This design comes from an exercise in tuning for small area and a short achievable clock period on the open sky130 flow, not from production work. The RTL was checked by simulation tests, not by an equivalence proof against the original design. Power and IR drop assume default switching activity.

## ProcessadorPipeline
module ProcessadorPipeline(
	clk,
	rst,
	imem_rdata,
	dmem_rdata,
	imem_addr,
	dmem_addr,
	dmem_wdata,
	dmem_we,
	dmem_re,
	wb_we,
	wb_reg,
	wb_data
);
Settings: LEC_CHECK=0, ABC_AREA=1, ABC_CLOCK_PERIOD_IN_PS=19000, CAP_MARGIN=20, CORE_MARGIN=2, CORE_UTILIZATION=40, PLACE_DENSITY=0.55, SLEW_MARGIN=20; clock period 95.0 ns.
standard.sh (not shown) runs the stock make flow with config.mk's settings and CLKGATE_MAP_FILE= SYNTH_SCRIPT=/design/flow/synth_recipe.tcl, a recipe that flattens the netlist after the stock synthesis.
==> flow/flow/run.sh <==
#!/bin/bash
set -euo pipefail
cd "$(dirname "${BASH_SOURCE[0]}")/.."
margin=$(python3 -c "print(round(${FLOW_PERIOD_NS} - 20.3, 3))")
bash standard.sh SETUP_SLACK_MARGIN="${margin}" finish > flow_make.log 2>&1
The starting point completed without violations.
Rerun with:
--- a/flow/design.v
+++ b/flow/design.v
@@ -1056,12 +1056,15 @@
 reg  [QID+QEX-1:0] m_q;
 reg  [4:0]  m_rd;
 reg         m_we, m_mr, m_mw, m_div, m_sgn, m_bz;
 reg  [31:0] w_data;
 reg  [4:0]  w_rd;
 reg         w_we;
+reg  [31:0] o_wdata;
+reg  [4:0]  o_wreg;
+reg  [7:0]  o_daddr;
 reg  [31:0] rf [1:31];
 reg         rst_q;
 assign imem_addr = pc;
 always @(posedge clk) begin
 	if (rst) begin
 		pc    <= 8'd0;
@@ -1160,41 +1163,45 @@
 	end else begin
 		m_we <= x_we;
 		m_mr <= x_mr;
 		m_mw <= x_mw;
 	end
 	m_res <= alu;
+	o_daddr <= rst ? 8'd0 : alu[7:0];
 	m_imm <= x_imm;
 	m_rd  <= x_rd;
 	m_div <= (x_op == DIV);
 	m_d   <= x_b;
 	m_d3  <= x_d3;
 	m_q   <= {x_imm[QID-1:0], div_q2};
 	m_sgn <= x_sgn;
 	m_bz  <= x_bz;
 end
-assign dmem_addr  = m_res[7:0];
+assign dmem_addr  = o_daddr;
 assign dmem_wdata = {{16{m_imm[15]}}, m_imm};
 assign dmem_we    = m_mw;
 assign dmem_re    = m_mr;
 wire [31:0] div_p3;
 wire [31-QID-QEX:0] div_q3;
 DivStageMEM u_div3 (.P(m_res), .D(m_d), .D3(m_d3), .Po(div_p3), .q(div_q3));
 wire [31:0] quo = {m_q, div_q3};
 wire [31:0] div_res = m_bz ? 32'b0 : m_sgn ? -quo : quo;
+wire [31:0] wb_next = m_mr ? dmem_rdata : m_div ? div_res : m_res;
 always @(posedge clk) begin
 	if (rst)
 		w_we <= 1'b0;
 	else
 		w_we <= m_we;
 	w_rd   <= m_rd;
-	w_data <= m_mr ? dmem_rdata : m_div ? div_res : m_res;
+	w_data <= wb_next;
+	o_wreg  <= rst ? 5'd0 : m_rd;
+	o_wdata <= rst ? 32'd0 : wb_next;
 end
 assign wb_we   = w_we;
-assign wb_reg  = w_rd;
-assign wb_data = w_data;
+assign wb_reg  = o_wreg;
+assign wb_data = o_wdata;
 integer k;
 always @(posedge clk) begin
 	rst_q <= rst;
 	for (k = 1; k < 32; k = k + 1)
 		if (rst_q || (w_we && w_rd == k))
 			rf[k] <= rst_q ? 32'b0 : w_data;
Result: The changed run produced a clean layout. Die area increases by 1.6%. Via count climbs by 0.34%. First-iteration DRC count went down by 3.9%. Core utilization went down by 0.47 points. Clock power fell by about 2%. Cell area climbs by 0.78%. Routed wire length went up by 0.59%. Final cell count rose by 0.64%. Flip-flop and latch count increases by 45. Synthesized area went up by 1.6%. Non-clock buffer count shrinks by 6. Worst setup slack improved by 0.086 ns. Hold slack is about the same. Power is higher by 2.9%.

--- another note on this design; it stands on its own ---

==> flow/design.v (excerpt) <==
module ProcessadorPipeline(
	clk,
	rst,
	imem_rdata,
	dmem_rdata,
	imem_addr,
	dmem_addr,
	dmem_wdata,
	dmem_we,
	dmem_re,
	wb_we,
	wb_reg,
	wb_data
);
export LEC_CHECK = 0
export ABC_AREA = 1
export ABC_CLOCK_PERIOD_IN_PS = 19000
export CAP_MARGIN = 20
export CORE_MARGIN = 2
export CORE_UTILIZATION = 40
export CTS_CLUSTER_DIAMETER = 100
export CTS_CLUSTER_SIZE = 20
export PLACE_DENSITY = 0.55
export SLEW_MARGIN = 20
create_clock -name core_clock -period 95.0 [get_ports {clk}]
standard.sh (not shown) runs the stock make flow with config.mk's settings and CLKGATE_MAP_FILE= SYNTH_SCRIPT=/design/flow/synth_recipe.tcl, a recipe that flattens the netlist after the stock synthesis.
==> flow/flow/run.sh <==
#!/bin/bash
set -euo pipefail
cd "$(dirname "${BASH_SOURCE[0]}")/.."
margin=$(python3 -c "print(round(${FLOW_PERIOD_NS} - 20.8, 3))")
bash standard.sh SETUP_SLACK_MARGIN="${margin}" finish > flow_make.log 2>&1
The first run passed the timing, DRC and antenna checks.
==> next run, changes <==
==> flow/flow/run.sh (replaced) <==
#!/bin/bash
set -euo pipefail
cd "$(dirname "${BASH_SOURCE[0]}")/.."
margin=$(python3 -c "print(round(${FLOW_PERIOD_NS} - 20.3, 3))")
bash standard.sh SETUP_SLACK_MARGIN="${margin}" finish > flow_make.log 2>&1
Outcome:
- wire length grows slightly
- global-route usage barely changes
- combinational power stays flat

[re-timing with driven ports]
Ports are ideal in the flow. The routed layouts listed here were re-timed in OpenROAD.
Step 1, drivers: a clkbuf_16 drives clk and a buf_2 each remaining input, both assumed.
Step 2 also shifts input and output timing later by t, the mid clock arrival at the registers, as if the neighbouring blocks saw the same clock.
a / b / c = ideal ports / drivers / drivers and shift; a / b = the first two.
| run | t, ns | slack for setup (ns) | worst hold slack (ns) | worst setup path at the end | worst register clock-pin slew, ns |
|---|---|---|---|---|---|
| the first run of note 1 | 0.942 | 74.454 / 74.367 / 74.464 | 0.319 / 0.319 / 0.319 | input to register | 0.08 / 0.08 |
| the second run of note 1 | 0.937 | 74.539 / 74.449 / 74.177 | 0.318 / 0.318 / 0.318 | input to register | 0.07 / 0.07 |
| the first run of note 2 | 0.942 | 74.244 / 74.151 / 74.144 | 0.329 / 0.329 / 0.329 | input to register | 0.10 / 0.10 |
| the second run of note 2 | 0.938 | 74.614 / 74.525 / 74.175 | 0.328 / 0.328 / 0.328 | input to register | 0.10 / 0.10 |
After both steps every run listed still meets setup and hold. For the second run of note 2, which loses most, drivers alone change the setup slack by -0.089 ns; drivers and shift together by -0.439 ns.
